This design comes from an exercise in tuning for small area, a short achievable clock period and few clock cycles on the open sky130 flow, not from production work. RTL that was checked went through simulation tests only; none was proved equivalent to the original. Power figures rest on the tool's default switching activity, not on a simulated workload.

Design is_prime, start of the top module:
module is_prime
#(
    parameter WIDTH = 32
) (
    input clk,
    input rst_n,
    input valid_i,
    output ready_i,
    input [WIDTH-1:0] number,
    output reg result,
    output valid_o,
    input ready_o
);
export LEC_CHECK = 0
export ABC_CLOCK_PERIOD_IN_PS = 2000
export CAP_MARGIN = 20
export CORE_MARGIN = 2
export CORE_UTILIZATION = 40
export SETUP_SLACK_MARGIN = 1.3
export SLEW_MARGIN = 20
create_clock -name core_clock -period 5.0 [get_ports {clk}]
run.sh (not shown) runs the stock make flow with config.mk's settings and CLKGATE_MAP_FILE= SYNTH_SCRIPT=/design/flow/synth_recipe.tcl, a recipe that flattens the netlist after the stock synthesis.
Edit:
--- a/flow/config.mk
+++ b/flow/config.mk
@@ -7,3 +7,3 @@
 export LEC_CHECK = 0
-export ABC_CLOCK_PERIOD_IN_PS = 2000
+export ABC_CLOCK_PERIOD_IN_PS = 3000
 export CAP_MARGIN = 20
The changed run produced a clean layout.
Global-route usage stays the same.
Wire length is unchanged.
Final area is unchanged.
Count of clock-buffer cells in the layout stays the same.
Setup slack does not change.
Non-clock buffer count is unchanged.
Critical path depth does not change.
Die area does not change.
Clock power is about the same.
Sequential power stays flat.
Register-to-register slack hardly moves.
Function was not checked in any run of this note: the RTL went through the layout flow alone.

## alpha
is_prime, a different RTL version from the one above (not shown whole).
Size: ~1700 cells after synthesis, roughly 230 flip-flops, roughly 39 I/O pins, roughly 17000 um2 of cells after synthesis.
make LEC_CHECK=0 CAP_MARGIN=20 CORE_MARGIN=2 CORE_UTILIZATION=40 SLEW_MARGIN=20 finish   # period 5.0 ns
Edits applied to the flow inputs when going from alpha to delta:
Settings: ABC_CLOCK_PERIOD_IN_PS now 2000, previously not set; SETUP_SLACK_MARGIN now 2.5, previously not set.
--- outcome ---
delta vs. alpha: power density over the cells went up by 70 nW/um2.
alpha has higher flip-flop and latch share of the layout cell area than delta.
In the flow results for delta and alpha, the maximum VDD drop is larger on alpha.
Cmp delta and alpha / final clock period utilization by the worst path / lower: delta
delta: post-synthesis to final-layout area growth is 27 points higher than what alpha reported.
In the final design statistics, delta uses more standard cells in total than alpha.
Function was not checked in any run of this note: the RTL went through the layout flow alone.

red:
Another version of the RTL of is_prime (not shown whole).
Size: about 270 flip-flops, roughly 39 I/O pins.
clock: 5.0 ns
lec_check: 0
abc_clock_period_in_ps: 3000
cap_margin: 20
core_margin: 2
core_utilization: 40
cts_buf_list: sky130_fd_sc_hd__clkbuf_8
cts_cluster_diameter: 60
cts_cluster_size: 16
setup_slack_margin: 1.3
slew_margin: 20
Testbench counts of red, summed over its fixed seeds: cycles 28,683.
Input changes introduced in blue (baseline for comparison: red):
Settings: a change of SETUP_SLACK_MARGIN from 1.3 to 2.0.
## What came out
- No run among blue and red stopped early or left any final violation; all are clean.
- Compared with red, in blue leftover overflow at the end of global routing comparable, half-perimeter wire length after detailed placement now sits lower, pin slew with the least headroom to its limit moved down, final-layout setup total negative slack level, utilization after layout saw an increase.
- [compare] base=red new=blue: fraction of power consumed by sequential logic went down by 4.7 points; non-clock buffer count moved up; combinational share of power increased by 5.9 points relative to the old numbers.
The inputs of green differ from those of blue as listed below.
Settings: changing CAP_MARGIN from 20 to 10; changing SLEW_MARGIN from 20 to 10; changing SETUP_SLACK_MARGIN from 2.0 to 1.7.
Notes after the runs:
[compare] base=blue new=green: worst IR drop on VDD shows a reduction of 0.000012 V, internal power contribution saw a decrease, overall power consumption went down by about 6%, clock skew shrank by 24 ps.
Critical path data arrival time was higher in green than in blue.
Initial antenna violation count: green vs blue identical
Min part of the power in combinational logic across green and blue: green
Transition at the pin with the smallest max-transition slack: green higher than blue
Sequential-cell power consumption: green vs blue, no meaningful difference
Status: via density per instance parity (green, blue)
Inputs modified between green and orange:
Settings: changing SLEW_MARGIN from 10 to 20; changing CAP_MARGIN from 10 to 20; changing CORE_UTILIZATION from 40 to 50.
==> comparison <==
orange ended with more non-clock buffer count than green.
Standard cell with the maximum stage delay on the critical path: sky130_fd_sc_hd__edfxtp_1 -> green, sky130_fd_sc_hd__a221o_1 -> orange
Compared with green, in orange total instance count after detailed placement went down by 5.7%; wire length of the first global-routing pass decreased by 1700 um relative to the old numbers; clock group share of total power grew by 1.8 points; count of clock-buffer cells in the layout moved up.
green finished all stages; the layout is clean.
orange | status: complete | timing, DRC, antenna: pass
The largest vdd supply drop number comes out lower for green vs orange.
The following lists how purple was set up differently from orange:
Settings: swapping 50 for 40 in CORE_UTILIZATION; swapping 1.7 for 1.5 in SETUP_SLACK_MARGIN.
Results
- purple | status: complete | timing, DRC, antenna: pass
- Changes observed in purple relative to orange: wire length barely changed, area added between synthesis and finish fell 3.2 points, number of well taps rose by 131.

Setup of MS:
is_prime, a different RTL version from the one above (not shown whole).
Size: roughly 250 flip-flops, ~17000 um2 of cells after synthesis.
clock: 5.0 ns
lec_check: 0
abc_clock_period_in_ps: 3000
cap_margin: 20
core_margin: 2
core_utilization: 40
setup_slack_margin: 1.5
slew_margin: 20
MS was carried through to the last stage, and its layout satisfied the timing, design-rule and antenna checks.
Testbench counts of MS, summed over its fixed seeds: cycles 37,394.
Modified inputs, PW compared to MS
# MS
export LEC_CHECK = 0
export ABC_CLOCK_PERIOD_IN_PS = 3000
export CAP_MARGIN = 20
export CORE_MARGIN = 2
export CORE_UTILIZATION = 40
export SETUP_SLACK_MARGIN = 1.5
export SLEW_MARGIN = 20
create_clock -name core_clock -period 5.0 [get_ports {clk}]
# PW
export LEC_CHECK = 0
export ABC_CLOCK_PERIOD_IN_PS = 3000
export CAP_MARGIN = 20
export CORE_MARGIN = 2
export CORE_UTILIZATION = 40
export CTS_BUF_LIST = sky130_fd_sc_hd__clkbuf_8
export CTS_CLUSTER_DIAMETER = 60
export CTS_CLUSTER_SIZE = 16
export SETUP_SLACK_MARGIN = 1.5
export SLEW_MARGIN = 20
create_clock -name core_clock -period 5.0 [get_ports {clk}]
- The run with more routed wire is MS, not PW.
- Clock share of power in PW is 5.2 points lower than in MS
- On final cell count, PW tracks MS almost exactly.
- Comparing PW with MS, the simple-gate area share of the yosys netlist came out essentially unchanged.
- Diff PW..MS | wire length per cell | negligible
- Final instance area in PW is 1.5% lower than in MS
- Going from MS to PW, count of cells resized by post-cts repair increased 1, worst-case hold slack now sits higher, slew at the pin closest to its max-slew limit closely matched the old numbers.

port drivers added, routing unchanged:
Ports are ideal in the flow. The routed layouts listed here were re-timed in OpenROAD.
Step 1 assumes that a clkbuf_16 drives the clock port and a buf_2 every other input.
Step 2 moves the port delays by t, midway between the first and last clock arrival at a register: inputs arrive t later, outputs are due t later. That takes back most of the time a late clock gives input paths.
a / b / c = ideal / step 1 / step 2; a / b = the first two.
run | t (ns) | setup slack, ns | clock arrival spread, ns | slew at the worst register clock pin (ns)
the first run of note 1 | 0.626 | 1.403 / 1.403 / 1.326 | 0.023 / 0.024 | 0.07 / 0.07
the second run of note 1 | 0.626 | 1.403 / 1.403 / 1.326 | 0.023 / 0.024 | 0.07 / 0.07
alpha | 0.631 | 0.224 / 0.224 / 0.224 | 0.037 / 0.036 | 0.06 / 0.06
delta | 0.640 | 1.057 / 1.057 / 1.057 | 0.018 / 0.018 | 0.07 / 0.07
red | 0.700 | 1.487 / 1.487 / 1.166 | 0.034 / 0.035 | 0.10 / 0.10
blue | 0.697 | 1.693 / 1.693 / 1.465 | 0.067 / 0.066 | 0.11 / 0.11
green | 0.691 | 1.710 / 1.710 / 1.377 | 0.042 / 0.042 | 0.11 / 0.11
orange | 0.698 | 1.691 / 1.691 / 1.373 | 0.028 / 0.028 | 0.10 / 0.10
purple | 0.702 | 1.613 / 1.613 / 1.196 | 0.043 / 0.043 | 0.10 / 0.10
MS | 0.621 | 1.597 / 1.597 / 1.563 | 0.022 / 0.022 | 0.06 / 0.06
PW | 0.667 | 1.607 / 1.607 / 1.517 | 0.049 / 0.049 | 0.10 / 0.10
After both steps setup and hold are still met in every run listed. For purple, which loses most, drivers alone change the setup slack by 0.000 ns; drivers and shift together by -0.417 ns.
